Background: an optimization exercise with open tools, aiming at small area. Do not read the settings as production practice.
Where RTL was checked, it was by simulation tests only, not by an equivalence proof against the original.
The RTL of runs 3 to 5 was laid out without a check of its function.

### flow/design.v
module fa_u(input a, input b, input c, output s, output co);
assign {co, s} = a + b + c;
endmodule
module ha_u(input a, input b, output s, output co);
assign {co, s} = a + b;
endmodule
module maj_u(input a, input b, input c, output co);
assign co = (a & b) | (a & c) | (b & c);
endmodule
module addr_calc(input [1:0] row, input [8:0] off, input [9:7] col, output [11:0] hi);
wire ad1, ad2; fa_u uad1 (.a(off[0]), .b(row[0]), .c(col[7]), .s(ad1), .co(ad2));
wire ad3, ad4; fa_u uad3 (.a(off[1]), .b(row[1]), .c(col[8]), .s(ad3), .co(ad4));
wire ad5, ad6; ha_u uad5 (.a(ad2), .b(ad3), .s(ad5), .co(ad6));
wire ad7, ad8; fa_u uad7 (.a(off[2]), .b(off[0]), .c(row[0]), .s(ad7), .co(ad8));
wire ad9, ad10; fa_u uad9 (.a(col[9]), .b(ad4), .c(ad7), .s(ad9), .co(ad10));
wire ad11, ad12; ha_u uad11 (.a(ad6), .b(ad9), .s(ad11), .co(ad12));
wire ad13, ad14; fa_u uad13 (.a(off[3]), .b(off[1]), .c(row[1]), .s(ad13), .co(ad14));
wire ad15, ad16; fa_u uad15 (.a(ad8), .b(ad13), .c(ad10), .s(ad15), .co(ad16));
wire ad17, ad18; ha_u uad17 (.a(ad12), .b(ad15), .s(ad17), .co(ad18));
wire ad19, ad20; fa_u uad19 (.a(off[4]), .b(off[2]), .c(ad14), .s(ad19), .co(ad20));
wire ad21, ad22; fa_u uad21 (.a(ad19), .b(ad16), .c(ad18), .s(ad21), .co(ad22));
wire ad23, ad24; fa_u uad23 (.a(off[5]), .b(off[3]), .c(ad20), .s(ad23), .co(ad24));
wire ad25, ad26; ha_u uad25 (.a(ad23), .b(ad22), .s(ad25), .co(ad26));
wire ad27, ad28; fa_u uad27 (.a(off[6]), .b(off[4]), .c(ad24), .s(ad27), .co(ad28));
wire ad29, ad30; ha_u uad29 (.a(ad27), .b(ad26), .s(ad29), .co(ad30));
wire ad31, ad32; fa_u uad31 (.a(off[7]), .b(off[5]), .c(ad28), .s(ad31), .co(ad32));
wire ad33, ad34; ha_u uad33 (.a(ad31), .b(ad30), .s(ad33), .co(ad34));
wire ad35, ad36; fa_u uad35 (.a(off[8]), .b(off[6]), .c(ad32), .s(ad35), .co(ad36));
wire ad37, ad38; ha_u uad37 (.a(ad35), .b(ad34), .s(ad37), .co(ad38));
wire ad39, ad40; fa_u uad39 (.a(off[7]), .b(ad36), .c(ad38), .s(ad39), .co(ad40));
wire ad41, ad42; ha_u uad41 (.a(off[8]), .b(ad40), .s(ad41), .co(ad42));
assign hi = {ad42, ad41, ad39, ad37, ad33, ad29, ad25, ad21, ad17, ad11, ad5, ad1};
endmodule
module grey_conv(input [23:0] inputData, output [7:0] g);
wire [7:0] R = inputData[23:16], G = inputData[15:8], B = inputData[7:0];
wire gc1, gc2; ha_u ugc1 (.a(R[0]), .b(B[0]), .s(gc1), .co(gc2));
wire gc3, gc4; fa_u ugc3 (.a(R[1]), .b(R[0]), .c(B[1]), .s(gc3), .co(gc4));
wire gc5, gc6; fa_u ugc5 (.a(G[0]), .b(gc2), .c(gc3), .s(gc5), .co(gc6));
wire gc7, gc8; fa_u ugc7 (.a(R[2]), .b(R[1]), .c(B[2]), .s(gc7), .co(gc8));
wire gc9, gc10; fa_u ugc9 (.a(G[1]), .b(gc4), .c(gc7), .s(gc9), .co(gc10));
wire gc11, gc12; ha_u ugc11 (.a(gc6), .b(gc9), .s(gc11), .co(gc12));
wire gc13, gc14; fa_u ugc13 (.a(R[3]), .b(R[2]), .c(B[3]), .s(gc13), .co(gc14));
wire gc15, gc16; fa_u ugc15 (.a(G[2]), .b(G[0]), .c(gc8), .s(gc15), .co(gc16));
wire gc17, gc18; fa_u ugc17 (.a(gc13), .b(gc10), .c(gc15), .s(gc17), .co(gc18));
wire gc19, gc20; ha_u ugc19 (.a(gc12), .b(gc17), .s(gc19), .co(gc20));
wire gc21, gc22; fa_u ugc21 (.a(R[4]), .b(R[3]), .c(B[4]), .s(gc21), .co(gc22));
wire gc23, gc24; fa_u ugc23 (.a(G[3]), .b(G[1]), .c(gc14), .s(gc23), .co(gc24));
wire gc25, gc26; fa_u ugc25 (.a(gc21), .b(gc16), .c(gc23), .s(gc25), .co(gc26));
wire gc27, gc28; fa_u ugc27 (.a(gc18), .b(gc25), .c(gc20), .s(gc27), .co(gc28));
wire gc29, gc30; fa_u ugc29 (.a(R[5]), .b(R[4]), .c(B[5]), .s(gc29), .co(gc30));
wire gc31, gc32; fa_u ugc31 (.a(G[4]), .b(G[2]), .c(gc22), .s(gc31), .co(gc32));
wire gc33, gc34; fa_u ugc33 (.a(gc29), .b(gc24), .c(gc31), .s(gc33), .co(gc34));
wire gc35, gc36; fa_u ugc35 (.a(gc26), .b(gc33), .c(gc28), .s(gc35), .co(gc36));
wire gc37, gc38; fa_u ugc37 (.a(R[6]), .b(R[5]), .c(B[6]), .s(gc37), .co(gc38));
wire gc39, gc40; fa_u ugc39 (.a(G[5]), .b(G[3]), .c(gc30), .s(gc39), .co(gc40));
wire gc41, gc42; fa_u ugc41 (.a(gc37), .b(gc32), .c(gc39), .s(gc41), .co(gc42));
wire gc43, gc44; fa_u ugc43 (.a(gc34), .b(gc41), .c(gc36), .s(gc43), .co(gc44));
wire gc45, gc46; fa_u ugc45 (.a(R[7]), .b(R[6]), .c(B[7]), .s(gc45), .co(gc46));
wire gc47, gc48; fa_u ugc47 (.a(G[6]), .b(G[4]), .c(gc38), .s(gc47), .co(gc48));
wire gc49, gc50; fa_u ugc49 (.a(gc45), .b(gc40), .c(gc47), .s(gc49), .co(gc50));
wire gc51, gc52; fa_u ugc51 (.a(gc42), .b(gc49), .c(gc44), .s(gc51), .co(gc52));
wire gc53, gc54; fa_u ugc53 (.a(R[7]), .b(G[7]), .c(G[5]), .s(gc53), .co(gc54));
wire gc55, gc56; fa_u ugc55 (.a(gc46), .b(gc53), .c(gc48), .s(gc55), .co(gc56));
wire gc57, gc58; fa_u ugc57 (.a(gc50), .b(gc55), .c(gc52), .s(gc57), .co(gc58));
wire gc59, gc60; fa_u ugc59 (.a(G[6]), .b(gc54), .c(gc56), .s(gc59), .co(gc60));
wire gc61, gc62; ha_u ugc61 (.a(gc59), .b(gc58), .s(gc61), .co(gc62));
wire gc63, gc64; fa_u ugc63 (.a(G[7]), .b(gc60), .c(gc62), .s(gc63), .co(gc64));
wire gc66 = G[0] & gc5;
wire gc68; maj_u ugc68 (.a(G[1]), .b(gc66), .c(gc11), .co(gc68));
wire gc69, gc70; fa_u ugc69 (.a(G[2]), .b(gc1), .c(gc19), .s(gc69), .co(gc70));
wire gc72 = gc68 & gc69;
wire gc73, gc74; fa_u ugc73 (.a(G[3]), .b(gc5), .c(gc70), .s(gc73), .co(gc74));
wire gc76; maj_u ugc76 (.a(gc27), .b(gc72), .c(gc73), .co(gc76));
wire gc77, gc78; fa_u ugc77 (.a(G[4]), .b(gc11), .c(gc74), .s(gc77), .co(gc78));
wire gc80; maj_u ugc80 (.a(gc35), .b(gc76), .c(gc77), .co(gc80));
wire gc81, gc82; fa_u ugc81 (.a(G[5]), .b(gc19), .c(gc78), .s(gc81), .co(gc82));
wire gc84; maj_u ugc84 (.a(gc43), .b(gc80), .c(gc81), .co(gc84));
wire gc85, gc86; fa_u ugc85 (.a(G[6]), .b(gc27), .c(gc82), .s(gc85), .co(gc86));
wire gc87, gc88; fa_u ugc87 (.a(gc51), .b(gc84), .c(gc85), .s(gc87), .co(gc88));
wire gc89, gc90; fa_u ugc89 (.a(G[7]), .b(gc35), .c(gc86), .s(gc89), .co(gc90));
wire gc91, gc92; fa_u ugc91 (.a(gc57), .b(gc88), .c(gc89), .s(gc91), .co(gc92));
wire gc93, gc94; fa_u ugc93 (.a(gc43), .b(gc61), .c(gc90), .s(gc93), .co(gc94));
wire gc95, gc96; ha_u ugc95 (.a(gc92), .b(gc93), .s(gc95), .co(gc96));
wire gc97, gc98; fa_u ugc97 (.a(gc51), .b(gc63), .c(gc94), .s(gc97), .co(gc98));
wire gc99, gc100; ha_u ugc99 (.a(gc96), .b(gc97), .s(gc99), .co(gc100));
wire gc101, gc102; fa_u ugc101 (.a(gc57), .b(gc64), .c(gc98), .s(gc101), .co(gc102));
wire gc103, gc104; ha_u ugc103 (.a(gc100), .b(gc101), .s(gc103), .co(gc104));
wire gc105, gc106; fa_u ugc105 (.a(gc61), .b(gc102), .c(gc104), .s(gc105), .co(gc106));
wire gc107, gc108; ha_u ugc107 (.a(gc63), .b(gc106), .s(gc107), .co(gc108));
wire gc109 = gc64 ^ gc108;
assign g = {gc109, gc107, gc105, gc103, gc99, gc95, gc91, gc87};
endmodule
module sobel_mag(input [7:0] m1,m2,m3,m4,m6,m7,m8,m9, output [7:0] outputData);
wire sa1 = ~(m3[0] ^ ~m7[0]);
wire sa2 = m3[0] | ~m7[0];
wire sa3, sa4; fa_u usa3 (.a(m3[1]), .b(~m7[1]), .c(sa2), .s(sa3), .co(sa4));
wire sa5, sa6; fa_u usa5 (.a(m3[2]), .b(~m7[2]), .c(sa4), .s(sa5), .co(sa6));
wire sa7, sa8; fa_u usa7 (.a(m3[3]), .b(~m7[3]), .c(sa6), .s(sa7), .co(sa8));
wire sa9, sa10; fa_u usa9 (.a(m3[4]), .b(~m7[4]), .c(sa8), .s(sa9), .co(sa10));
wire sa11, sa12; fa_u usa11 (.a(m3[5]), .b(~m7[5]), .c(sa10), .s(sa11), .co(sa12));
wire sa13, sa14; fa_u usa13 (.a(m3[6]), .b(~m7[6]), .c(sa12), .s(sa13), .co(sa14));
wire sa15, sa16; fa_u usa15 (.a(m3[7]), .b(~m7[7]), .c(sa14), .s(sa15), .co(sa16));
wire sa17 = ~sa16;
wire sa19 = ~(m9[0] ^ ~m1[0]);
wire sa20 = m9[0] | ~m1[0];
wire sa21, sa22; fa_u usa21 (.a(m9[1]), .b(~m1[1]), .c(sa20), .s(sa21), .co(sa22));
wire sa23, sa24; fa_u usa23 (.a(m9[2]), .b(~m1[2]), .c(sa22), .s(sa23), .co(sa24));
wire sa25, sa26; fa_u usa25 (.a(m9[3]), .b(~m1[3]), .c(sa24), .s(sa25), .co(sa26));
wire sa27, sa28; fa_u usa27 (.a(m9[4]), .b(~m1[4]), .c(sa26), .s(sa27), .co(sa28));
wire sa29, sa30; fa_u usa29 (.a(m9[5]), .b(~m1[5]), .c(sa28), .s(sa29), .co(sa30));
wire sa31, sa32; fa_u usa31 (.a(m9[6]), .b(~m1[6]), .c(sa30), .s(sa31), .co(sa32));
wire sa33, sa34; fa_u usa33 (.a(m9[7]), .b(~m1[7]), .c(sa32), .s(sa33), .co(sa34));
wire sa35 = ~sa34;
wire sa37 = ~(m6[0] ^ ~m4[0]);
wire sa38 = m6[0] | ~m4[0];
wire sa39, sa40; fa_u usa39 (.a(m6[1]), .b(~m4[1]), .c(sa38), .s(sa39), .co(sa40));
wire sa41, sa42; fa_u usa41 (.a(m6[2]), .b(~m4[2]), .c(sa40), .s(sa41), .co(sa42));
wire sa43, sa44; fa_u usa43 (.a(m6[3]), .b(~m4[3]), .c(sa42), .s(sa43), .co(sa44));
wire sa45, sa46; fa_u usa45 (.a(m6[4]), .b(~m4[4]), .c(sa44), .s(sa45), .co(sa46));
wire sa47, sa48; fa_u usa47 (.a(m6[5]), .b(~m4[5]), .c(sa46), .s(sa47), .co(sa48));
wire sa49, sa50; fa_u usa49 (.a(m6[6]), .b(~m4[6]), .c(sa48), .s(sa49), .co(sa50));
wire sa51, sa52; fa_u usa51 (.a(m6[7]), .b(~m4[7]), .c(sa50), .s(sa51), .co(sa52));
wire sa53 = ~sa52;
wire sa55 = ~(m2[0] ^ ~m8[0]);
wire sa56 = m2[0] | ~m8[0];
wire sa57, sa58; fa_u usa57 (.a(m2[1]), .b(~m8[1]), .c(sa56), .s(sa57), .co(sa58));
wire sa59, sa60; fa_u usa59 (.a(m2[2]), .b(~m8[2]), .c(sa58), .s(sa59), .co(sa60));
wire sa61, sa62; fa_u usa61 (.a(m2[3]), .b(~m8[3]), .c(sa60), .s(sa61), .co(sa62));
wire sa63, sa64; fa_u usa63 (.a(m2[4]), .b(~m8[4]), .c(sa62), .s(sa63), .co(sa64));
wire sa65, sa66; fa_u usa65 (.a(m2[5]), .b(~m8[5]), .c(sa64), .s(sa65), .co(sa66));
wire sa67, sa68; fa_u usa67 (.a(m2[6]), .b(~m8[6]), .c(sa66), .s(sa67), .co(sa68));
wire sa69, sa70; fa_u usa69 (.a(m2[7]), .b(~m8[7]), .c(sa68), .s(sa69), .co(sa70));
wire sa71 = ~sa70;
wire sa73, sa74; ha_u usa73 (.a(sa1), .b(sa19), .s(sa73), .co(sa74));
wire sa75, sa76; fa_u usa75 (.a(sa37), .b(sa74), .c(sa3), .s(sa75), .co(sa76));
wire sa77, sa78; ha_u usa77 (.a(sa21), .b(sa75), .s(sa77), .co(sa78));
wire sa79, sa80; fa_u usa79 (.a(sa39), .b(sa5), .c(sa23), .s(sa79), .co(sa80));
wire sa81, sa82; fa_u usa81 (.a(sa76), .b(sa78), .c(sa79), .s(sa81), .co(sa82));
wire sa83, sa84; fa_u usa83 (.a(sa41), .b(sa7), .c(sa25), .s(sa83), .co(sa84));
wire sa85, sa86; fa_u usa85 (.a(sa80), .b(sa82), .c(sa83), .s(sa85), .co(sa86));
wire sa87, sa88; fa_u usa87 (.a(sa43), .b(sa9), .c(sa27), .s(sa87), .co(sa88));
wire sa89, sa90; fa_u usa89 (.a(sa84), .b(sa86), .c(sa87), .s(sa89), .co(sa90));
wire sa91, sa92; fa_u usa91 (.a(sa45), .b(sa11), .c(sa29), .s(sa91), .co(sa92));
wire sa93, sa94; fa_u usa93 (.a(sa88), .b(sa90), .c(sa91), .s(sa93), .co(sa94));
wire sa95, sa96; fa_u usa95 (.a(sa47), .b(sa13), .c(sa31), .s(sa95), .co(sa96));
wire sa97, sa98; fa_u usa97 (.a(sa92), .b(sa94), .c(sa95), .s(sa97), .co(sa98));
wire sa99, sa100; fa_u usa99 (.a(sa49), .b(sa15), .c(sa33), .s(sa99), .co(sa100));
wire sa101, sa102; fa_u usa101 (.a(sa96), .b(sa98), .c(sa99), .s(sa101), .co(sa102));
wire sa103, sa104; fa_u usa103 (.a(sa51), .b(~sa17), .c(~sa35), .s(sa103), .co(sa104));
wire sa105, sa106; fa_u usa105 (.a(sa100), .b(sa103), .c(sa102), .s(sa105), .co(sa106));
wire sa107, sa108; fa_u usa107 (.a(~sa53), .b(sa104), .c(sa106), .s(sa107), .co(sa108));
wire sa109 = ~sa108;
wire sa111 = ~(sa1 ^ ~sa19);
wire sa112 = sa1 | ~sa19;
wire sa113, sa114; fa_u usa113 (.a(sa55), .b(sa3), .c(~sa21), .s(sa113), .co(sa114));
wire sa115, sa116; ha_u usa115 (.a(sa112), .b(sa113), .s(sa115), .co(sa116));
wire sa117, sa118; fa_u usa117 (.a(sa57), .b(sa5), .c(~sa23), .s(sa117), .co(sa118));
wire sa119, sa120; fa_u usa119 (.a(sa114), .b(sa116), .c(sa117), .s(sa119), .co(sa120));
wire sa121, sa122; fa_u usa121 (.a(sa59), .b(sa7), .c(~sa25), .s(sa121), .co(sa122));
wire sa123, sa124; fa_u usa123 (.a(sa118), .b(sa120), .c(sa121), .s(sa123), .co(sa124));
wire sa125, sa126; fa_u usa125 (.a(sa61), .b(sa9), .c(~sa27), .s(sa125), .co(sa126));
wire sa127, sa128; fa_u usa127 (.a(sa122), .b(sa124), .c(sa125), .s(sa127), .co(sa128));
wire sa129, sa130; fa_u usa129 (.a(sa63), .b(sa11), .c(~sa29), .s(sa129), .co(sa130));
wire sa131, sa132; fa_u usa131 (.a(sa126), .b(sa128), .c(sa129), .s(sa131), .co(sa132));
wire sa133, sa134; fa_u usa133 (.a(sa65), .b(sa13), .c(~sa31), .s(sa133), .co(sa134));
wire sa135, sa136; fa_u usa135 (.a(sa130), .b(sa132), .c(sa133), .s(sa135), .co(sa136));
wire sa137, sa138; fa_u usa137 (.a(sa67), .b(sa15), .c(~sa33), .s(sa137), .co(sa138));
wire sa139, sa140; fa_u usa139 (.a(sa134), .b(sa136), .c(sa137), .s(sa139), .co(sa140));
wire sa141, sa142; fa_u usa141 (.a(sa69), .b(~sa17), .c(sa35), .s(sa141), .co(sa142));
wire sa143, sa144; fa_u usa143 (.a(sa138), .b(sa141), .c(sa140), .s(sa143), .co(sa144));
wire sa145, sa146; fa_u usa145 (.a(~sa71), .b(sa142), .c(sa144), .s(sa145), .co(sa146));
wire sa147 = ~sa146;
wire sa149, sa150; fa_u usa149 (.a(ax0), .b(ay0), .c(sa109), .s(sa149), .co(sa150));
wire sa151, sa152; ha_u usa151 (.a(sa147), .b(sa149), .s(sa151), .co(sa152));
wire sa153, sa154; fa_u usa153 (.a(ax1), .b(ay1), .c(sa150), .s(sa153), .co(sa154));
wire sa155, sa156; ha_u usa155 (.a(sa152), .b(sa153), .s(sa155), .co(sa156));
wire sa157, sa158; fa_u usa157 (.a(ax2), .b(ay2), .c(sa154), .s(sa157), .co(sa158));
wire sa159, sa160; ha_u usa159 (.a(sa156), .b(sa157), .s(sa159), .co(sa160));
wire sa161, sa162; fa_u usa161 (.a(ax3), .b(ay3), .c(sa158), .s(sa161), .co(sa162));
wire sa163, sa164; ha_u usa163 (.a(sa160), .b(sa161), .s(sa163), .co(sa164));
wire sa165, sa166; fa_u usa165 (.a(ax4), .b(ay4), .c(sa162), .s(sa165), .co(sa166));
wire sa167, sa168; ha_u usa167 (.a(sa164), .b(sa165), .s(sa167), .co(sa168));
wire sa169, sa170; fa_u usa169 (.a(ax5), .b(ay5), .c(sa166), .s(sa169), .co(sa170));
wire sa171, sa172; ha_u usa171 (.a(sa168), .b(sa169), .s(sa171), .co(sa172));
wire sa173, sa174; fa_u usa173 (.a(ax6), .b(ay6), .c(sa170), .s(sa173), .co(sa174));
wire sa175, sa176; ha_u usa175 (.a(sa172), .b(sa173), .s(sa175), .co(sa176));
wire sa177, sa178; fa_u usa177 (.a(ax7), .b(ay7), .c(sa174), .s(sa177), .co(sa178));
wire sa179, sa180; ha_u usa179 (.a(sa176), .b(sa177), .s(sa179), .co(sa180));
wire sa181, sa182; fa_u usa181 (.a(ax8), .b(ay8), .c(sa178), .s(sa181), .co(sa182));
wire sa183, sa184; ha_u usa183 (.a(sa180), .b(sa181), .s(sa183), .co(sa184));
wire sa185, sa186; fa_u usa185 (.a(ax9), .b(ay9), .c(sa182), .s(sa185), .co(sa186));
wire sa187, sa188; ha_u usa187 (.a(sa184), .b(sa185), .s(sa187), .co(sa188));
wire sa189 = sa186 ^ sa188;
wire ax0 = sa73 ^ sa109;
wire ay0 = sa111 ^ sa147;
wire ax1 = sa77 ^ sa109;
wire ay1 = sa115 ^ sa147;
wire ax2 = sa81 ^ sa109;
wire ay2 = sa119 ^ sa147;
wire ax3 = sa85 ^ sa109;
wire ay3 = sa123 ^ sa147;
wire ax4 = sa89 ^ sa109;
wire ay4 = sa127 ^ sa147;
wire ax5 = sa93 ^ sa109;
wire ay5 = sa131 ^ sa147;
wire ax6 = sa97 ^ sa109;
wire ay6 = sa135 ^ sa147;
wire ax7 = sa101 ^ sa109;
wire ay7 = sa139 ^ sa147;
wire ax8 = sa105 ^ sa109;
wire ay8 = sa143 ^ sa147;
wire ax9 = sa107 ^ sa109;
wire ay9 = sa145 ^ sa147;
wire sat = sa189 | sa187 | sa183;
assign outputData = {sa179, sa175, sa171, sa167, sa163, sa159, sa155, sa151} | {8{sat}};
endmodule
module edgeDetection2(
    input  logic        clk,
    input  logic        n_rst,
    input  logic        startSignal,
    input  logic [23:0] inputData,
    input  logic        rwError,
    input  logic        readDone,
    input  logic        writeDone,
    output logic [31:0] readAddress,
    output logic [7:0]  outputData,
    output logic        readEnable,
    output logic        writeEnable,
    output logic        outputError
);
localparam [2:0] IDLE = 3'd0, GEN = 3'd1, WAITD = 3'd2, STORE = 3'd3,
                 ERR = 3'd4, WRITE = 3'd5;
reg [2:0] state;
wire exec  = (state == GEN);
wire store = (state == STORE);
wire grab  = (state == WAITD) & readDone & ~rwError;
reg  [3:0] cnt;      
reg        np3;      
wire       cntTop = np3 ? (cnt == 4'd3) : (cnt == 4'd9);
always_ff @(posedge clk, negedge n_rst)
    if (!n_rst) state <= IDLE;
    else case (state)
        IDLE:    if (startSignal) state <= GEN;
        GEN:     state <= WAITD;
        WAITD:   if (rwError) state <= ERR; else if (readDone) state <= STORE;
        STORE:   state <= cntTop ? WRITE : GEN;
        WRITE:   if (writeDone) state <= GEN;
        default: state <= state;
    endcase
assign readEnable  = (state == WAITD);
assign writeEnable = (state == WRITE);
assign outputError = (state == ERR);
reg [1:0] row;       
reg [9:0] col;       
reg [8:0] off;       
wire rowWrap = row[1] & row[0];
wire colWrap = col[9] & col[7];
wire offWrap = &{off[8:6], off[4:1]};
reg  colWrapD1, colWrapD2;
reg  np3Pre;
wire [9:0] colInc; wire [10:0] colC;
wire [8:0] offInc; wire [9:0] offC;
assign colC[0] = 1'b1;
assign offC[0] = 1'b1;
genvar gi;
generate
    for (gi = 0; gi < 10; gi = gi + 1) begin : colIncBit
        ha_u u (.a(col[gi]), .b(colC[gi]), .s(colInc[gi]), .co(colC[gi+1]));
    end
    for (gi = 0; gi < 9; gi = gi + 1) begin : offIncBit
        ha_u u (.a(off[gi]), .b(offC[gi]), .s(offInc[gi]), .co(offC[gi+1]));
    end
endgenerate
always_ff @(posedge clk, negedge n_rst)
    if (!n_rst) begin
        row <= '0; col <= '0; off <= '0;
        colWrapD1 <= 1'b0; colWrapD2 <= 1'b0;
        np3Pre <= 1'b0; np3 <= 1'b0;
    end else begin
        if (rowWrap) row <= '0; else if (exec) row <= {row[1] ^ row[0], ~row[0]};
        if (colWrap) col <= '0; else if (rowWrap) col <= colInc;
        if (offWrap) off <= '0; else if (colWrap) off <= offInc;
        colWrapD1 <= colWrap;
        colWrapD2 <= colWrapD1;
        np3Pre <= (|col[9:2]) | (col[1] & col[0]);
        np3 <= np3Pre;
    end
wire [11:0] addrHi;
addr_calc addrCalc (.row(row), .off(off), .col(col[9:7]), .hi(addrHi));
reg [18:0] addr;
always_ff @(posedge clk)
    if (exec) addr <= {addrHi, col[6:0]};
assign readAddress = {8'd0, addr, 5'd0};
always_ff @(posedge clk, negedge n_rst)
    if (!n_rst) cnt <= '0;
    else if (colWrapD2) cnt <= '0;
    else if (grab) begin
        if (np3 ? (cnt >= 4'd3) : (cnt >= 4'd9)) cnt <= 4'd1;
        else cnt <= cnt + 4'd1;
    end
wire [7:0] grey;
grey_conv greyConv (.inputData(inputData), .g(grey));
reg [7:0] pixel;
always_ff @(posedge clk) pixel <= grey;
reg [7:0] m1, m2, m3, m4, m5, m6, m7, m8, m9;
always_ff @(posedge clk) begin
    if (!np3) begin
        case (cnt)
            4'd1: m1 <= pixel;
            4'd2: m4 <= pixel;
            4'd3: m7 <= pixel;
            4'd4: m2 <= pixel;
            4'd5: m5 <= pixel;
            4'd6: m8 <= pixel;
            4'd7: m3 <= pixel;
            4'd8: m6 <= pixel;
            default: m9 <= pixel;
        endcase
    end else if (store) begin
        if (cnt == 4'd1) begin
            m1 <= m2; m2 <= m3; m3 <= pixel;
            m4 <= m5; m5 <= m6;
            m7 <= m8; m8 <= m9;
        end
        if (cnt == 4'd2) m6 <= pixel;
        if (cnt == 4'd3) m9 <= pixel;
    end
end
sobel_mag sobelMag (.m1(m1), .m2(m2), .m3(m3), .m4(m4), .m6(m6), .m7(m7),
                    .m8(m8), .m9(m9), .outputData(outputData));
endmodule
### flow/run.sh
#!/bin/bash
# synth_recipe.tcl (not shown) runs the flow's synth.tcl, then flattens the netlist and writes it again
# the make line also repeats each setting of config.mk as NAME=value (left out here)
make -C /OpenROAD-flow-scripts/flow DESIGN_CONFIG=/design/flow/config.mk WORK_HOME=/design/flow/orfs CLKGATE_MAP_FILE= SYNTH_SCRIPT=/design/flow/synth_recipe.tcl finish
### flow/config.mk
export PLATFORM = sky130hd
export DESIGN_NAME = edgeDetection2
export DESIGN_NICKNAME = edgeDetection2
export VERILOG_FILES = /design/flow/design.v
export SDC_FILE = /design/flow/constraint.sdc
export NUM_CORES = 4
export LEC_CHECK = 0
export CAP_MARGIN = 20
export CORE_MARGIN = 2
export CORE_UTILIZATION = 40
export SLEW_MARGIN = 20
export SYNTH_HIERARCHICAL = 1
### flow/constraint.sdc
create_clock -name core_clock -period 12.0 [get_ports {clk}]
set_input_delay 2.4000 -clock core_clock [delete_from_list [all_inputs] [get_ports {clk}]]
set_output_delay 2.4000 -clock core_clock [all_outputs]
set_load 0.01 [all_outputs]
==> results of run 1 <==
-- metal layers --
layer | track usage | share of wire | routed length (um) | vias to the layer above
li1 | - | - | - | 2332
met1 | 0.196 | 0.46 | 7290 | 2524
met2 | 0.239 | 0.50 | 7830 | 84
met3 | 0.0255 | 0.033 | 523 | 8
met4 | 0.0392 | 0.0095 | 150 | 0
met5 | 0 | 0 | 0 | -
-- cells by family (layout without fill, tap and decap cells) --
| kind of cell | Yosys count | in the layout |
|---|---|---|
| XOR/XNOR | 23 | 23 |
| multiplexers | 11 | 11 |
| adder cells (fa/ha/maj) | 186 | 186 |
| buffers and inverters | 106 | 165 |
| AND/OR/NAND/NOR | 197 | 197 |
| AO/OA/AOI/OAI | 32 | 32 |
| other | 2 | 15 |
| flip-flops | 131 | 131 |
-- state kept, by name (all words and copies together), names as in the netlist, 2 cells and up --
register  cells
m3            8
col          10
m6            8
m1            8
m2            8
state         3
m9            8
off           9
m7            8
cnt           4
m8            8
addr         19
m4            8
row           2
pixel         8
m5            8
-- Yosys stat by module, one instance, submodules excluded --
module / cell area [um2] / flops+latches
edgeDetection2: 5110 / 131
sobel_mag: 508 / 0
addr_calc: 90.1 / 0
grey_conv: 81.3 / 0
fa_u: 20.0 / 0
ha_u: 12.5 / 0
maj_u: 11.3 / 0
-- stage by stage --
stage               setup slack, ps  TNS [ps]   util
finish                         -546     -4350  0.480
CTS                            -597     -4770  0.479
global placement               -634     -5050  0.451
global route                   -872     -6930  0.480
floorplan                      28.7         0      -
detailed placement             -753     -5980  0.451
-- layout make-up --
type / count / area [um2] / area share
inverters: 56 / 210 / 0.0201
repair buffers: 77 / 736 / 0.0702
clock buffers: 19 / 464 / 0.0443
multi-input cells: 464 / 4900 / 0.468
clock inverters: 13 / 121 / 0.0116
well taps: 280 / 350 / 0.0334
flip-flops and latches: 131 / 3690 / 0.352
-- worst paths after layout --
path / end / cells after the start
worst max-delay path: outputData[1] / 30
max in group asynchronous: off[5]$_DFFE_PN0P_ / 2
worst max register to register: addr[17]$_DFFE_PN_ / 9
worst min register to register: np3$_DFF_PN0_ / 0
worst min-delay path: np3$_DFF_PN0_ / 0
min in group asynchronous: col[2]$_DFFE_PN0P_ / 2
-- placed cells by master, fill, tap and decap left out, types with 4 or more instances in the layout --
| master | count |
|---|---|
| or4_4 | 8 |
| nand3_1 | 6 |
| nand2_1 | 125 |
| nand3b_1 | 5 |
| dfrtp_1 | 32 |
| dfxtp_1 | 8 |
| conb_1 | 15 |
| clkinvlp_4 | 4 |
| nand2b_1 | 11 |
| edfxtp_1 | 91 |
| maj3_2 | 4 |
| clkdlybuf4s50_1 | 51 |
| buf_4 | 18 |
| fa_1 | 85 |
| xnor2_1 | 19 |
| clkbuf_16 | 18 |
| mux2i_1 | 10 |
| buf_6 | 8 |
| a21oi_1 | 16 |
| nor2_1 | 17 |
| inv_1 | 55 |
| ha_1 | 58 |
| fa_2 | 38 |
-- what timing repair did --
| item | in CTS | in global routing |
|---|---|---|
| hold buffers | 0 | 0 |
| pin swaps | 33 | 0 |
| endpoints found under the setup margin | 8 | 8 |
| cloned | 0 | 0 |
| resized for setup | 47 | 0 |
| setup buffers | 0 | 1 |
==> impl_metrics.csv, run 1 <==
group,metric,value,unit
synthesis,yosys_warnings,7,
critical_path,timing.rr.start,"off[3]$_DFFE_PN0P_",
clock_network,clkSlewWorstSetupHoldPaths,60,ps
synthesis,ys_ff_latch,131,
die,num_io_pins,73,
sta,finalCritPeriodShare,1.05,
sta,tightest_slew,1050,ps
synthesis,yosysTopAreaCell,"edfxtp_1",
clock_network,cts.sinks,131,
detailed_routing,antenna_left,0,
critical_path,cp.required,9600,ps
synthesis,netlist_instances,688,
critical_path,crit_type,"reg2out",
critical_path,ff2ff_setup_slack,7890,ps
synthesis,synth_edf_count,91,
hold_path,hp-class,"reg2reg",
synthesis,synth-simple-area-share,0.103,
critical_path,worstPathArrival,10150,ps
critical_path,crit_buf_inv,4,
placed_design,gp_congestion,0.792,
sta,slew_viol_final,0,
synthesis,synth_most_common_cell,"nand2_1",
finish,layout.nets,959,
finish,antennaDiodeCount,0,
die,die_x,153,um
synthesis,yosys.area.top_type_share,0.307,
die,die_area,0.0234,mm2
critical_path,startpoint_type,"flip-flop",
detailed_routing,vias,4948,
die,core,0.0218,mm2
flow_run,maxCapViolCount,0,
global_route,grtUsageTotal,0.144,
global_route,grt_pass1_vias,5488,
run_status,violations,"negative setup slack",
global_route,grt_pass1_wl,27100,um
sta,rsz0062_at_grt,"true",
synthesis,async_flop_share,0.244,
placed_design,hpwl,12700,um
sta,fmax,0.0797,GHz
global_route,grt_start_max_net_pins,68,
critical_path,path_max_fanout,8,
clock_network,cts_buffers,17,
placed_design,place_inst,1007,
sta,period_minus_slack,12550,ps
global_route,overflow,0,
clock_network,cts-htree-levels,4,
synthesis,synth_compound_area_frac,0.0207,
hold_path,hp-start,"np3Pre$_DFF_PN0_",
synthesis,syn_area,0.00889,mm2
detailed_routing,drtIter0Drc,233,
detailed_routing,drt_pass1_iterations,4,
sta,fin_worst_skew,12.5,ps
die,start_util,0.408,
sta,holdWs,356,ps
critical_path,crit_family,"adder cells",
finish,fill_cells,1891,
synthesis,synthAdderAreaFrac,0.365,
finish,instances_no_fill,1040,
synthesis,ys_seq_area_frac,0.415,
detailed_routing,drc,0,
critical_path,crit_top_cell,"fa_2",
detailed_routing,wl,15800,um
clock_network,insertion_delay,420,ps
finish,stdcell_area,0.0105,mm2
detailed_routing,wl_per_cell,15.2,um
placed_design,port_buffers,59,
synthesis,synth_top_family_by_area,"adder cells",
clock_network,cts_tree,"yes",
sta,setup_ws,-546,ps
critical_path,slowest_stage,"fa_2",
die,dieHeight,153,um
finish,area_growth,17.8,%
sta,timing.slew.headroom,0.302,
critical_path,cp-end-kind,"primary output",
clock_network,root_buffer,"clkbuf_16",
synthesis,synth.area.mux_share,0.0125,
placed_design,dpl_cell_area,0.00984,mm2
detailed_routing,via_per_inst,4.76,
run_status,status,"complete, but fails checks",
sta,setup_viol,8,
critical_path,slowest_delay,550,ps
finish,drive_above_1_share,0.161,
sta,hold_viol,0,
synthesis,syn_area_per_cell,12.9,um2
synthesis,ys_top_cells_by_area,"edfxtp_1 (31%), fa_1 (28%), dfrtp_1 (9.0%), ha_1 (8.3%), nand2_1 (5.3%)",
die,num_rows,54,
critical_path,cp-startpoint,"m9[0]$_DFFE_PP_",
synthesis,ys_types,46,
global_route,antenna_found_initial,0,
synthesis,synthXorXnorAreaFrac,0.0227,
synthesis,synth_top_flop_cell,"edfxtp_1",
synthesis,synth_commonest_cells,"nand2_1 (125), fa_1 (123), edfxtp_1 (91), ha_1 (59), inv_1 (56)",
clock_network,cts_buffer_depth,2,
==> inputs of run 2 (changes only) <==
--- a/flow/design.v
+++ b/flow/design.v
@@ -326,6 +326,10 @@
         if (cnt == 4'd3) m9 <= pixel;
     end
 end
+wire [7:0] mag;
 sobel_mag sobelMag (.m1(m1), .m2(m2), .m3(m3), .m4(m4), .m6(m6), .m7(m7),
-                    .m8(m8), .m9(m9), .outputData(outputData));
+                    .m8(m8), .m9(pixel), .outputData(mag));
+reg [7:0] outR;
+always_ff @(posedge clk) outR <= mag;
+assign outputData = outR;
 endmodule
==> run 2 against run 1 <==
Effect of this change:
- worst hold slack barely moved
- now clean on timing, DRC and antenna
- largest cell class unchanged
- critical endpoint is now outR[3]$_DFF_P_
- clock skew down 3.1 ps
==> impl_metrics.csv, run 2 <==
group,metric,value,unit
detailed_routing,drtIter0Drc,238,
critical_path,path_max_fanout,11,
critical_path,ff2ff_setup_slack,1030,ps
placed_design,dpl_cell_area,0.00977,mm2
clock_network,cts_tree,"yes",
global_route,overflow,0,
synthesis,synth_most_common_cell,"nand2_1",
critical_path,timing.rr.start,"m3[0]$_DFFE_PP_",
finish,largest_reg_flops,19,
detailed_routing,antenna_left,0,
die,num_rows,55,
die,die_area,0.0238,mm2
sta,timing.slew.headroom,0.345,
synthesis,synth_edf_count,91,
sta,period_minus_slack,10970,ps
die,num_io_pins,73,
clock_network,cts_buffer_depth,2,
detailed_routing,drt_pass1_iterations,4,
critical_path,cp.required,12300,ps
synthesis,yosys_warnings,7,
detailed_routing,wl,16600,um
finish,stdcell_area,0.0104,mm2
placed_design,port_buffers,59,
global_route,grt_pass1_wl,27800,um
synthesis,yosys.area.top_type_share,0.302,
synthesis,syn_area,0.00905,mm2
finish,drive_above_1_share,0.0623,
sta,holdWs,355,ps
synthesis,syn_area_per_cell,13.0,um2
finish,top_register,"addr",
run_status,status,"finished clean",
detailed_routing,via_per_inst,4.79,
clock_network,clkSlewWorstSetupHoldPaths,70,ps
die,start_util,0.403,
global_route,grt_start_max_net_pins,68,
sta,slew_viol_final,0,
flow_run,maxCapViolCount,0,
clock_network,cts-htree-levels,4,
sta,finalCritPeriodShare,0.914,
sta,fin_tns_setup,0,ps
critical_path,crit_type,"reg2reg",
critical_path,startpoint_type,"flip-flop",
detailed_routing,wl_per_cell,16.0,um
detailed_routing,vias,4978,
hold_path,hp-start,"np3Pre$_DFF_PN0_",
finish,area_growth,15.1,%
synthesis,netlist_instances,696,
synthesis,ys_ff_latch,139,
hold_path,worstHoldPathCells,0,
global_route,grtUsageTotal,0.150,
critical_path,reg2reg_depth,27,
global_route,grt_pass1_vias,5525,
synthesis,ys_top_cells_by_area,"edfxtp_1 (30%), fa_1 (27%), dfrtp_1 (8.8%), ha_1 (8.2%), nand2_1 (5.2%)",
die,dieHeight,154,um
hold_path,hp-class,"reg2reg",
sta,fmax,0.0912,GHz
global_route,antenna_found_initial,0,
placed_design,hpwl,12900,um
clock_network,insertion_delay,430,ps
sta,hold_viol,0,
clock_network,root_buffer,"clkbuf_16",
finish,layout_common_cells,"nand2_1 (125), fa_1 (123), edfxtp_1 (91)",
synthesis,synth_top_flop_cell,"edfxtp_1",
synthesis,yosysTopAreaCell,"edfxtp_1",
sta,fin_worst_skew,9.39,ps
die,die_x,154,um
finish,antennaDiodeCount,0,
sta,tightest_slew,982,ps
finish,layout.nets,954,
placed_design,gp_congestion,0.873,
critical_path,worstPathArrival,11260,ps
critical_path,cp-end-kind,"flip-flop",
synthesis,async_flop_share,0.230,
hold_path,hold_end,"np3$_DFF_PN0_",
finish,top_regs,"addr (19), col (10), off (9)",
clock_network,cts_setup_buffers,0,
finish,final_common_cell,"nand2_1",
critical_path,r2r-end,"outR[3]$_DFF_P_",
sta,rsz0062_at_grt,"false",
clock_network,hold_buffers,0,
clock_network,ctsResizeCount,0,
clock_network,cts.sinks,139,
detailed_routing,drc,0,
synthesis,ys_types,45,
die,core,0.0224,mm2
sta,setup_viol,0,
synthesis,synth_commonest_cells,"nand2_1 (125), fa_1 (123), edfxtp_1 (91), ha_1 (59), inv_1 (56)",
synthesis,ys_seq_area_frac,0.426,
clock_network,cts_buffers,17,
run 2: per-module statistics from Yosys (local to each module, per instance):
module	area, um2	times used	flip-flops and latches
grey_conv	81.3	1	0
edgeDetection2	5260	1	139
sobel_mag	508	1	0
fa_u	20.0	123	0
maj_u	11.3	4	0
ha_u	12.5	48	0
addr_calc	90.1	1	0
run 2: kinds of logic (layout without fill, tap and decap cells):
logic type | count (synthesis) | after routing | synth area share
xor+xnor | 23 | 23 | 0.0223
compound gates | 32 | 32 | 0.0203
simple gates | 197 | 197 | 0.101
mux | 11 | 11 | 0.0123
other cells | 2 | 15 | 0.000830
buf+inv | 106 | 152 | 0.0590
fa+ha+maj | 186 | 186 | 0.359
flops | 139 | 139 | 0.426
run 2: worst max-delay path, stage by stage, from the launching register on:
cell and delay [ps]:
edfxtp_1 380, inv_1 70, ha_1 130, inv_1 40, fa_1 380, fa_1 570
fa_1 460, fa_1 400, fa_1 430, fa_1 430, fa_1 430, fa_1 430
fa_1 430, fa_1 400, fa_1 650, xor2_1 270, fa_1 430, fa_1 400
fa_1 390, fa_1 400, fa_1 400, fa_1 400, fa_1 410, fa_1 400
fa_1 410, fa_1 440, ha_1 360, or4_1 490
run 2: metal layers:
metal | global-route usage | wire, um | vias to the layer above
li1 | - | - | 2332
met1 | 0.202 | 7670 | 2538
met2 | 0.244 | 8150 | 94
met3 | 0.0356 | 546 | 14
met4 | 0.0428 | 224 | 0
met5 | 0 | 0 | -
run 2: stage by stage:
step	utilization	worst slack, ps	std cells
2_1_floorplan	-	1600	709
3_3_place_gp	0.435	1240	1008
3_5_place_dp	0.435	992	1008
4_1_cts	0.464	981	1040
5_1_grt	0.464	634	1040
6_report	0.464	1030	1040
run 2: cell type report:
| cell class | count | area [um2] |
|---|---|---|
| inverters | 56 | 210 |
| fillers | 1950 | 12000 |
| clock inverters | 14 | 190 |
| multi-input cells | 464 | 4720 |
| well taps | 285 | 357 |
| repair buffers | 64 | 628 |
| flip-flops and latches | 139 | 3850 |
| clock buffers | 18 | 450 |
run 2: how the worst max path moves through the flow:
stage,cells past startpoint,to,from,slack [ps]
finish,27,outR[3]$_DFF_P_,m3[0]$_DFFE_PP_,1030
global route,27,outR[2]$_DFF_P_,m3[0]$_DFFE_PP_,630
CTS,27,outR[3]$_DFF_P_,m3[0]$_DFFE_PP_,980
detailed placement,27,outR[3]$_DFF_P_,m3[0]$_DFFE_PP_,990
global placement,27,outR[3]$_DFF_P_,m3[0]$_DFFE_PP_,1240
floorplan,28,outR[0]$_DFF_P_,m3[0]$_DFFE_PP_,1600
==> inputs of run 3 (changes only) <==
--- a/flow/design.v
+++ b/flow/design.v
@@ -285,12 +285,24 @@
         np3Pre <= (|col[9:2]) | (col[1] & col[0]);
         np3 <= np3Pre;
     end
+wire rowZ  = ~(row[1] | row[0]);
+wire colZ  = ~(|col);
+wire offZ  = ~(|off);
+wire back  = rowZ & colZ;             
+wire [6:0] colLoDec; wire [7:0] colBw;
+assign colBw[0] = rowZ;
+generate
+    for (gi = 0; gi < 7; gi = gi + 1) begin : colDecBit
+        assign colLoDec[gi] = col[gi] ^ colBw[gi];
+        assign colBw[gi+1]  = ~col[gi] & colBw[gi];
+    end
+endgenerate
+wire [2:0] colHi = back ? 3'd4 : (col[9:7] - {2'd0, colBw[7]});
+wire [1:0] k = rowZ ? (back ? 2'd1 : 2'd2) : (row - 2'd1);
+wire [8:0] offR = off | ({9{back & offZ}} & 9'd478);
 wire [11:0] addrHi;
-addr_calc addrCalc (.row(row), .off(off), .col(col[9:7]), .hi(addrHi));
-reg [18:0] addr;
-always_ff @(posedge clk)
-    if (exec) addr <= {addrHi, col[6:0]};
-assign readAddress = {8'd0, addr, 5'd0};
+addr_calc addrCalc (.row(k), .off(offR), .col(colHi), .hi(addrHi));
+assign readAddress = {8'd0, addrHi, colLoDec, 5'd0};
 always_ff @(posedge clk, negedge n_rst)
     if (!n_rst) cnt <= '0;
     else if (colWrapD2) cnt <= '0;
--- a/flow/config.mk
+++ b/flow/config.mk
@@ -8,5 +8,8 @@
 export CAP_MARGIN = 20
 export CORE_MARGIN = 2
 export CORE_UTILIZATION = 40
+export CTS_BUF_LIST = sky130_fd_sc_hd__clkbuf_8
+export CTS_CLUSTER_DIAMETER = 80
+export CTS_CLUSTER_SIZE = 30
 export SLEW_MARGIN = 20
 export SYNTH_HIERARCHICAL = 1
==> run 3 against run 2 <==
Effect of this change:
- still clean
- area after synthesis shrank 3.3%
- die area is 3.3% lower
- final cell count is 2.2% higher
- maximum frequency is 0.58% higher
- worst hold slack got worse by 1.8 ps
- global-route usage shrank 0.84 points
- utilization is 0.81 points lower
- first-iteration DRC count up 45%
- design area down 5.3%
- synthesized cell count rose by 3.9%
- critical path type unchanged
- largest cell class unchanged
- highest routed layer unchanged
==> impl_metrics.csv, run 3 <==
group,metric,value,unit
finish,antennaDiodeCount,0,
clock_network,cts_buffer_depth,2,
synthesis,async_flop_share,0.267,
global_route,grtUsageTotal,0.141,
placed_design,place_inst,1031,
detailed_routing,antenna_left,0,
global_route,use_met2,0.211,
global_route,antenna_found_initial,0,
critical_path,worstPathArrival,11200,ps
placed_design,port_buffers,59,
sta,period_minus_slack,10900,ps
synthesis,ys_types,42,
finish,instances_no_fill,1063,
global_route,top_usage_layer,"met2",
hold_path,hp-class,"reg2reg",
die,dieHeight,152,um
die,num_rows,54,
sta,fin_worst_skew,18.1,ps
die,core,0.0216,mm2
global_route,grt_pass1_wl,26000,um
sta,rsz0062_at_grt,"false",
synthesis,syn_area,0.00875,mm2
global_route,grt_start_max_net_pins,67,
clock_network,root_buffer,"clkbuf_8",
die,num_io_pins,73,
critical_path,startpoint_type,"flip-flop",
detailed_routing,wl,15400,um
die,die_x,152,um
finish,post-route-util,0.456,
synthesis,netlist_instances,723,
finish,area_growth,12.7,%
finish,drive_above_1_share,0.0664,
die,die_area,0.0231,mm2
sta,holdWs,354,ps
critical_path,cp-end-kind,"flip-flop",
clock_network,cts-htree-levels,4,
synthesis,synth_most_common_cell,"nand2_1",
clock_network,insertion_delay,440,ps
sta,timing.slew.headroom,0.306,
synthesis,ys_top_cells_by_area,"fa_1 (28%), edfxtp_1 (25%), ha_1 (9.9%), dfrtp_1 (9.2%), nand2_1 (5.4%)",
clock_network,cts_setup_buffers,0,
sta,setup_viol,0,
finish,top_register,"col",
placed_design,gp_congestion,0.759,
global_route,met1_usage,0.211,
detailed_routing,drc,0,
detailed_routing,wl_per_cell,14.4,um
synthesis,ys_ff_latch,120,
synthesis,yosys.area.top_type_share,0.281,
placed_design,hpwl,12000,um
sta,hold_viol,0,
flow_run,maxCapViolCount,0,
synthesis,yosys_warnings,7,
synthesis,syn_area_per_cell,12.1,um2
detailed_routing,drtIter0Drc,345,
clock_network,cts.sinks,120,
detailed_routing,vias,4977,
sta,tightest_slew,1040,ps
clock_network,clkSlewWorstSetupHoldPaths,80,ps
synthesis,synth_commonest_cells,"nand2_1 (127), fa_1 (123), inv_1 (74), edfxtp_1 (72), ha_1 (69)",
finish,final_common_cell,"nand2_1",
sta,finalCritPeriodShare,0.908,
finish,largest_reg_flops,10,
synthesis,synth_edf_count,72,
die,start_util,0.405,
clock_network,cts_buffers,17,
global_route,met3_usage,0.0351,
run_status,status,"finished clean",
finish,layout_common_cells,"nand2_1 (127), fa_1 (123), inv_1 (76)",
sta,fin_tns_setup,0,ps
critical_path,crit_type,"reg2reg",
synthesis,ys_seq_area_frac,0.375,
finish,layout.nets,992,
finish,top_regs,"col (10), off (9)",
global_route,grt_pass1_vias,5097,
synthesis,synth_top_flop_cell,"edfxtp_1",
critical_path,cp.required,12300,ps
clock_network,hold_buffers,0,
critical_path,path_max_fanout,11,
detailed_routing,via_per_inst,4.68,
detailed_routing,drt_pass1_iterations,4,
global_route,overflow,0,
clock_network,cts_tree,"yes",
sta,slew_viol_final,0,
synthesis,yosysTopAreaCell,"fa_1",
clock_network,ctsResizeCount,0,
sta,fmax,0.0917,GHz
==> run 3: cell count changes in the layout (fill, tap and decap cells not counted), sizes merged, moves of 2 or more <==
cell / change
nand2: +2
or2: +6
nor3: -2
o21ai: +3
nor2: +3
edfxtp: -19
inv: +14
nor4: +2
clkinv: +2
ha: +10
==> run 3: kinds of logic (layout without fill, tap and decap cells) <==
group	Yosys count	in the layout	synth area share
other	2	15	0.000858
xor gates and xnor gates	24	24	0.0240
AOI/OAI and AO/OA	37	37	0.0243
buffers and inverters	123	170	0.0682
DFF	120	120	0.375
muxes	10	10	0.0114
and+or+nand+nor	211	211	0.111
adders and majority gates	196	196	0.385
==> run 3: final cells by class <==
cell class | instances | area [um2]
timing repair buffer | 64 | 628
multi-input combinational | 493 | 4930
tap | 280 | 350
inverter | 74 | 278
fill | 1994 | 11800
clock inverter | 13 | 126
sequential | 120 | 3280
clock buffer | 19 | 262
==> run 3: modules after synthesis, one instance, submodules excluded <==
module          cell area (um2)  flops+latches
edgeDetection2             4960            120
sobel_mag                   508              0
addr_calc                  90.1              0
grey_conv                  81.3              0
fa_u                       20.0              0
ha_u                       12.5              0
maj_u                      11.3              0
==> run 3: critical path, cell delays in order, from the launching register on <==
cell	delay (ps)
edfxtp_1	390
inv_1	70
ha_1	140
inv_1	50
fa_1	370
fa_1	560
fa_1	450
fa_1	400
fa_1	430
fa_1	430
fa_1	430
fa_1	440
fa_1	430
fa_1	390
fa_1	640
xor2_1	270
fa_1	430
fa_1	390
fa_1	390
fa_1	390
fa_1	390
fa_1	390
fa_1	410
fa_1	410
fa_1	400
fa_1	450
ha_1	360
or4_1	500
==> run 3: path summary, 6_finish.rpt <==
check	cells after the start	end	start	slack (ps)
worst min-delay path	0	colWrapD2$_DFF_PN0_	colWrapD1$_DFF_PN0_	350
worst min register to register	0	colWrapD2$_DFF_PN0_	colWrapD1$_DFF_PN0_	350
max in group asynchronous	2	np3$_DFF_PN0_	n_rst	9290
worst max register to register	27	outR[6]$_DFF_P_	m3[0]$_DFFE_PP_	1100
min in group asynchronous	2	state[2]$_DFFE_PN0P_	n_rst	2370
worst max-delay path	27	outR[6]$_DFF_P_	m3[0]$_DFFE_PP_	1100
==> run 3: per-stage QoR <==
| stage | area, um2 | worst slack (ps) |
|---|---|---|
| floorplan | 8800 | 1600 |
| global placement | 9450 | 1220 |
| detailed placement | 9470 | 1100 |
| CTS | 9850 | 1060 |
| global route | 9860 | 637 |
| finish | 9860 | 1100 |
==> run 3: per-layer routing <==
metal  vias up  share of wire  wire length (um)
met5         -              0                 0
met4         0         0.0026                40
met3         2          0.036               558
met2        87           0.47              7170
met1      2500           0.49              7590
li1       2388              -                 -
==> inputs of run 4 (changes only) <==
--- a/flow/config.mk
+++ b/flow/config.mk
@@ -8,8 +8,5 @@
 export CAP_MARGIN = 20
 export CORE_MARGIN = 2
 export CORE_UTILIZATION = 40
-export CTS_BUF_LIST = sky130_fd_sc_hd__clkbuf_8
-export CTS_CLUSTER_DIAMETER = 80
-export CTS_CLUSTER_SIZE = 30
 export SLEW_MARGIN = 20
 export SYNTH_HIERARCHICAL = 1
==> run 4 against run 3 <==
Effect of this change:
- global-route usage up 0.12 points
- die area is the same
- clock-buffer cell count grew 4
- design area increased by 1.8%
- critical endpoint unchanged
- highest routed layer unchanged
==> impl_metrics.csv, run 4 <==
group,metric,value,unit
synthesis,ys_seq_area_frac,0.375,
sta,setup_viol,0,
clock_network,clkSlewWorstSetupHoldPaths,60,ps
global_route,grt_pass1_vias,5124,
critical_path,startpoint_type,"flip-flop",
detailed_routing,via_per_inst,4.65,
synthesis,syn_area,0.00875,mm2
synthesis,yosys_warnings,7,
synthesis,synth_most_common_cell,"nand2_1",
synthesis,async_flop_share,0.267,
die,core,0.0216,mm2
hold_path,hp-start,"colWrapD1$_DFF_PN0_",
sta,timing.slew.headroom,0.318,
detailed_routing,vias,4938,
detailed_routing,antenna_left,0,
critical_path,cp-startpoint,"m3[0]$_DFFE_PP_",
sta,finalCritPeriodShare,0.909,
synthesis,ys_types,42,
critical_path,slowest_delay,640,ps
finish,layout.nets,992,
critical_path,crit_type,"reg2reg",
flow_run,maxCapViolCount,0,
sta,rsz0062_at_grt,"false",
finish,final_common_cell,"nand2_1",
finish,instances_no_fill,1063,
detailed_routing,wl,15500,um
die,die_x,152,um
synthesis,synth_edf_count,72,
sta,period_minus_slack,10910,ps
synthesis,netlist_instances,723,
critical_path,path_max_fanout,11,
clock_network,cts.sinks,120,
sta,fmax,0.0916,GHz
global_route,antenna_found_initial,0,
finish,largest_reg_flops,10,
global_route,overflow,0,
die,die_area,0.0231,mm2
finish,post-route-util,0.465,
sta,slew_viol_final,0,
hold_path,hp-class,"reg2reg",
finish,top_regs,"col (10), off (9)",
detailed_routing,drt_pass1_iterations,4,
critical_path,slowest_stage,"fa_1",
detailed_routing,drtIter0Drc,354,
sta,fin_tns_setup,0,ps
global_route,grtUsageTotal,0.142,
detailed_routing,wl_per_cell,14.6,um
global_route,grt_start_max_net_pins,67,
clock_network,cts_setup_buffers,0,
sta,fin_worst_skew,10.8,ps
clock_network,cts-htree-levels,4,
clock_network,insertion_delay,420,ps
synthesis,syn_area_per_cell,12.1,um2
synthesis,ys_top_cells_by_area,"fa_1 (28%), edfxtp_1 (25%), ha_1 (9.9%), dfrtp_1 (9.2%), nand2_1 (5.4%)",
placed_design,hpwl,12000,um
critical_path,crit_family,"adder cells",
die,start_util,0.405,
sta,tightest_slew,1020,ps
die,num_rows,54,
clock_network,ctsResizeCount,0,
finish,stdcell_area,0.0100,mm2
clock_network,cts_buffer_depth,2,
finish,antennaDiodeCount,0,
clock_network,cts_buffers,17,
finish,layout_common_cells,"nand2_1 (127), fa_1 (123), inv_1 (74)",
clock_network,root_buffer,"clkbuf_16",
placed_design,port_buffers,59,
die,num_io_pins,73,
critical_path,timing.rr.start,"m3[0]$_DFFE_PP_",
placed_design,place_inst,1031,
detailed_routing,drc,0,
finish,top_register,"col",
critical_path,crit_top_cell,"fa_1",
synthesis,yosys.area.top_type_share,0.281,
synthesis,ys_ff_latch,120,
critical_path,ff2ff_setup_slack,1090,ps
critical_path,worstPathArrival,11190,ps
critical_path,cp-end-kind,"flip-flop",
synthesis,yosysTopAreaCell,"fa_1",
global_route,grt_pass1_wl,26200,um
finish,area_growth,14.8,%
placed_design,gp_congestion,0.759,
placed_design,dpl_cell_area,0.00947,mm2
finish,drive_above_1_share,0.0664,
sta,hold_viol,0,
run_status,status,"finished clean",
clock_network,hold_buffers,0,
synthesis,synth_top_flop_cell,"edfxtp_1",
die,dieHeight,152,um
critical_path,crit_buf_inv,2,
critical_path,cp.required,12280,ps
clock_network,cts_tree,"yes",
synthesis,synth_commonest_cells,"nand2_1 (127), fa_1 (123), inv_1 (74), edfxtp_1 (72), ha_1 (69)",
-- run 4: cell counts after synthesis --
Identical to the previous run, type by type.
-- run 4: layer usage --
metal / track usage / up-vias / routed length [um]
met3: 0.0342 / 8 / 726
met2: 0.215 / 88 / 7250
met4: 0.0307 / 0 / 112
li1: - / 2389 / -
met1: 0.211 / 2453 / 7390
met5: 0 / - / 0
-- run 4: cell families after synthesis --
kind of cell,synth area share
AO/OA/AOI/OAI,0.0243
XOR/XNOR,0.0240
adder cells (fa/ha/maj),0.385
buffers and inverters,0.0682
flip-flops,0.375
multiplexers,0.0114
other,0.000858
AND/OR/NAND/NOR,0.111
-- run 4: cell type report --
cell class	instances	area, um2
clock buffer	23	510
clock inverter	9	58.8
fill	1965	11600
inverter	74	278
multi-input combinational	493	4930
sequential	120	3280
tap	280	350
timing repair buffer	64	628
-- run 4: worst paths after layout --
| path | endpoint | cells past startpoint |
|---|---|---|
| setup / recovery | outR[6]$_DFF_P_ | 27 |
| hold / removal | colWrapD2$_DFF_PN0_ | 0 |
| setup reg to reg | outR[6]$_DFF_P_ | 27 |
| hold reg to reg | colWrapD2$_DFF_PN0_ | 0 |
| max in group asynchronous | np3$_DFF_PN0_ | 2 |
| min in group asynchronous | state[0]$_DFFE_PN0P_ | 2 |
-- run 4: metrics by stage --
| stage | hold WS [ps] | setup WS, ps |
|---|---|---|
| 3_5_place_dp | 338 | 1100 |
| 6_report | 348 | 1090 |
| 2_1_floorplan | 331 | 1600 |
| 5_1_grt | 363 | 643 |
| 4_1_cts | 351 | 1050 |
| 3_3_place_gp | 335 | 1220 |
-- run 4: per-module statistics from Yosys, one instance, submodules excluded --
module,area (um2),copies in the design,cells inside
edgeDetection2,4960,1,438
sobel_mag,508,1,87
addr_calc,90.1,1,12
grey_conv,81.3,1,11
fa_u,20.0,123,1
ha_u,12.5,48,1
maj_u,11.3,4,1
==> inputs of run 5 (changes only) <==
--- a/flow/design.v
+++ b/flow/design.v
@@ -299,7 +299,10 @@
 endgenerate
 wire [2:0] colHi = back ? 3'd4 : (col[9:7] - {2'd0, colBw[7]});
 wire [1:0] k = rowZ ? (back ? 2'd1 : 2'd2) : (row - 2'd1);
-wire [8:0] offR = off | ({9{back & offZ}} & 9'd478);
+reg offWrapRd;
+always_ff @(posedge clk)
+    if (exec) offWrapRd <= offWrap;
+wire [8:0] offR = off | ({9{(back & offZ) | offWrapRd}} & 9'd478);
 wire [11:0] addrHi;
 addr_calc addrCalc (.row(k), .off(offR), .col(colHi), .hi(addrHi));
 assign readAddress = {8'd0, addrHi, colLoDec, 5'd0};
==> flow/flow/run.sh (new file) <==
#!/bin/bash
set -e
export BUFFER_PORTS_ARGS="-buffer_cell sky130_fd_sc_hd__buf_1"
export CTS_ARGS="-sink_clustering_enable -repair_clock_nets -dont_use_dummy_load -buf_list sky130_fd_sc_hd__clkbuf_8"
bash standard.sh > standard.log 2>&1
==> flow/standard.sh (new file) <==
#!/bin/bash
# synth_recipe.tcl (not shown) runs the flow's synth.tcl, then flattens the netlist and writes it again
# the make line also repeats each setting of config.mk as NAME=value (left out here)
make -C /OpenROAD-flow-scripts/flow DESIGN_CONFIG=/design/flow/config.mk WORK_HOME=/design/flow/orfs CLKGATE_MAP_FILE= SYNTH_SCRIPT=/design/flow/synth_recipe.tcl "${@:-finish}"
removed: flow/run.sh
==> run 5 against run 4 <==
Effect of this change:
- final cell count down 1.5%
- sequential share of layout area up 2.7 points
- synthesized cell count up 0.55%
- largest cell class unchanged
==> impl_metrics.csv, run 5 <==
group,metric,value,unit
sta,holdWs,351,ps
finish,drive_above_1_share,0.0469,
critical_path,startpoint_type,"flip-flop",
finish,top_regs,"col (10), off (9)",
synthesis,syn_area,0.00880,mm2
sta,hold_viol,0,
clock_network,cts.sinks,121,
clock_network,ctsResizeCount,0,
clock_network,cts_buffer_depth,2,
detailed_routing,antenna_left,0,
clock_network,cts_tree,"yes",
synthesis,ys_seq_area_frac,0.376,
sta,setup_viol,0,
synthesis,yosysTopAreaCell,"fa_1",
die,die_area,0.0232,mm2
die,core,0.0217,mm2
critical_path,slowest_delay,630,ps
global_route,overflow,0,
finish,top_register,"col",
sta,fin_worst_skew,32.5,ps
placed_design,hpwl,12000,um
detailed_routing,drc,0,
critical_path,crit_buf_inv,2,
synthesis,syn_area_per_cell,12.1,um2
detailed_routing,vias,4974,
hold_path,hp-class,"reg2reg",
sta,slew_viol_final,0,
synthesis,ys_types,46,
clock_network,clkSlewWorstSetupHoldPaths,80,ps
synthesis,synth_edf_count,73,
synthesis,netlist_instances,727,
global_route,grt_pass1_vias,5169,
finish,layout_common_cells,"nand2_1 (125), fa_1 (123), inv_1 (76)",
critical_path,cp.required,12280,ps
die,start_util,0.406,
sta,tightest_slew,1070,ps
critical_path,crit_type,"reg2reg",
die,die_x,152,um
finish,largest_reg_flops,10,
sta,timing.slew.headroom,0.286,
finish,antennaDiodeCount,0,
synthesis,synth_most_common_cell,"nand2_1",
clock_network,cts_buffers,17,
clock_network,hold_buffers,0,
sta,finalCritPeriodShare,0.909,
critical_path,crit_top_cell,"fa_1",
critical_path,path_max_fanout,11,
synthesis,synth_commonest_cells,"nand2_1 (125), fa_1 (123), inv_1 (76), edfxtp_1 (73), ha_1 (69)",
clock_network,insertion_delay,430,ps
finish,area_growth,6.31,%
critical_path,slowest_stage,"fa_1",
global_route,grt_start_max_net_pins,68,
clock_network,root_buffer,"clkbuf_8",
clock_network,cts-htree-levels,4,
synthesis,yosys_warnings,7,
detailed_routing,drt_pass1_iterations,5,
sta,period_minus_slack,10910,ps
sta,rsz0062_at_grt,"false",
sta,fmax,0.0917,GHz
synthesis,synth_top_flop_cell,"edfxtp_1",
critical_path,cp-end-kind,"flip-flop",
finish,multiInputGateArea,0.00494,mm2
placed_design,port_buffers,59,
global_route,grtUsageTotal,0.136,
synthesis,yosys.area.top_type_share,0.280,
finish,layout.nets,991,
die,num_rows,54,
finish,fill_cells,2014,
synthesis,ys_ff_latch,121,
synthesis,async_flop_share,0.264,
finish,regArea,0.00331,mm2
clock_network,cts_setup_buffers,0,
die,num_io_pins,73,
sta,fin_tns_setup,0,ps
detailed_routing,via_per_inst,4.75,
run_status,status,"finished clean",
finish,final_common_cell,"nand2_1",
detailed_routing,drtIter0Drc,329,
detailed_routing,wl,14800,um
detailed_routing,wl_per_cell,14.2,um
die,dieHeight,152,um
synthesis,ys_top_cells_by_area,"fa_1 (28%), edfxtp_1 (25%), ha_1 (9.8%), dfrtp_1 (9.1%), nand2_1 (5.3%)",
critical_path,worstPathArrival,11190,ps
critical_path,crit_family,"adder cells",
global_route,antenna_found_initial,0,
placed_design,gp_congestion,0.748,
flow_run,maxCapViolCount,0,
global_route,grt_pass1_wl,25400,um
-- run 5: changes by cell type after synthesis, sizes merged, moves of 3 or more --
cell    before  now
nand3b       5    2
nor2        21   28
nor4         4    1
nor3         1    4
nor2b        5    0
-- run 5: cell families after synthesis --
family,share of synthesized area
compound gates,0.0259
xor+xnor,0.0239
fa+ha+maj,0.383
buf+inv,0.0688
flops,0.376
mux,0.0114
other cells,0.000853
simple gates,0.110
-- run 5: per-stage QoR --
stage	cells	utilization	area [um2]	setup WS, ps
after floorplan	740	-	8850	1600
after global placement	1029	0.420	9110	1220
after detailed placement	1029	0.420	9110	1050
after CTS	1046	0.431	9350	1040
after global routing	1047	0.432	9360	651
final	1047	0.432	9360	1090
-- run 5: routing by layer --
metal | vias up | share of wire | global-route usage
met1 | 2499 | 0.50 | 0.199
li1 | 2381 | - | -
met2 | 85 | 0.45 | 0.206
met3 | 9 | 0.039 | 0.0296
met4 | 0 | 0.011 | 0.0347
met5 | - | 0 | 0
-- run 5: layout make-up --
| cell class | count | area share |
|---|---|---|
| multi-input combinational | 492 | 0.528 |
| clock buffer | 17 | 0.0250 |
| timing repair buffer | 61 | 0.0254 |
| inverter | 76 | 0.0305 |
| sequential | 121 | 0.354 |
| tap | 280 | 0.0374 |
-- run 5: worst paths after layout --
check	start	to	slack, ps	depth (start not counted)
worst min register to register	colWrapD1$_DFF_PN0_	colWrapD2$_DFF_PN0_	350	0
worst max-delay path	m3[0]$_DFFE_PP_	outR[1]$_DFF_P_	1090	27
worst min-delay path	colWrapD1$_DFF_PN0_	colWrapD2$_DFF_PN0_	350	0
max in group asynchronous	n_rst	np3$_DFF_PN0_	9340	1
worst max register to register	m3[0]$_DFFE_PP_	outR[1]$_DFF_P_	1090	27
min in group asynchronous	n_rst	col[5]$_DFFE_PN0P_	2070	1
-- run 5: worst reg2reg max path, cell delays in order (launching register included) --
cell and delay (ps):
edfxtp_1 390, inv_1 70, ha_1 130, inv_1 50, fa_1 370, fa_1 570
fa_1 450, fa_1 400, fa_1 430, fa_1 430, fa_1 430, fa_1 440
fa_1 430, fa_1 400, fa_1 630, xor2_1 270, fa_1 440, fa_1 390
fa_1 390, fa_1 390, fa_1 390, fa_1 390, fa_1 410, fa_1 390
fa_1 400, fa_1 450, ha_1 360, or4_1 490
-- run 5: per-module statistics from Yosys, one instance, submodules excluded --
module,copies in the design,area (um2)
edgeDetection2,1,5020
sobel_mag,1,508
addr_calc,1,90.1
grey_conv,1,81.3
fa_u,123,20.0
ha_u,48,12.5
maj_u,4,11.3

[static timing again, ports no longer ideal]
The results above use ideal ports. As a check the final layouts listed here were re-extracted and re-timed, cells and wires unchanged.
Step 1 sets driving cells, clkbuf_16 on the clock port and buf_2 on the other inputs (assumed; they add their load-dependent delay and slew).
Step 2 times the ports against the registers' clock, not the clock port: input delays grow and output delays shrink by t, the midpoint of the rising clock arrivals with the driver on.
a / b / c = no drivers / after step 1 / after step 2; a / b = the first two.
| run | t (ns) | setup slack, ns | worst hold slack (ns) | worst setup path after step 2 |
|---|---|---|---|---|
| run 1 | 0.453 | -0.546 / -0.590 / -0.137 | 0.356 / 0.356 / 0.356 | register to output |
| run 2 | 0.466 | 1.035 / 1.035 / 1.035 | 0.355 / 0.355 / 0.355 | register to register |
| run 3 | 0.467 | 1.098 / 1.098 / 1.098 | 0.354 / 0.354 / 0.354 | register to register |
| run 4 | 0.459 | 1.086 / 1.086 / 1.086 | 0.348 / 0.348 / 0.348 | register to register |
| run 5 | 0.452 | 1.090 / 1.090 / 1.090 | 0.351 / 0.351 / 0.351 | register to register |
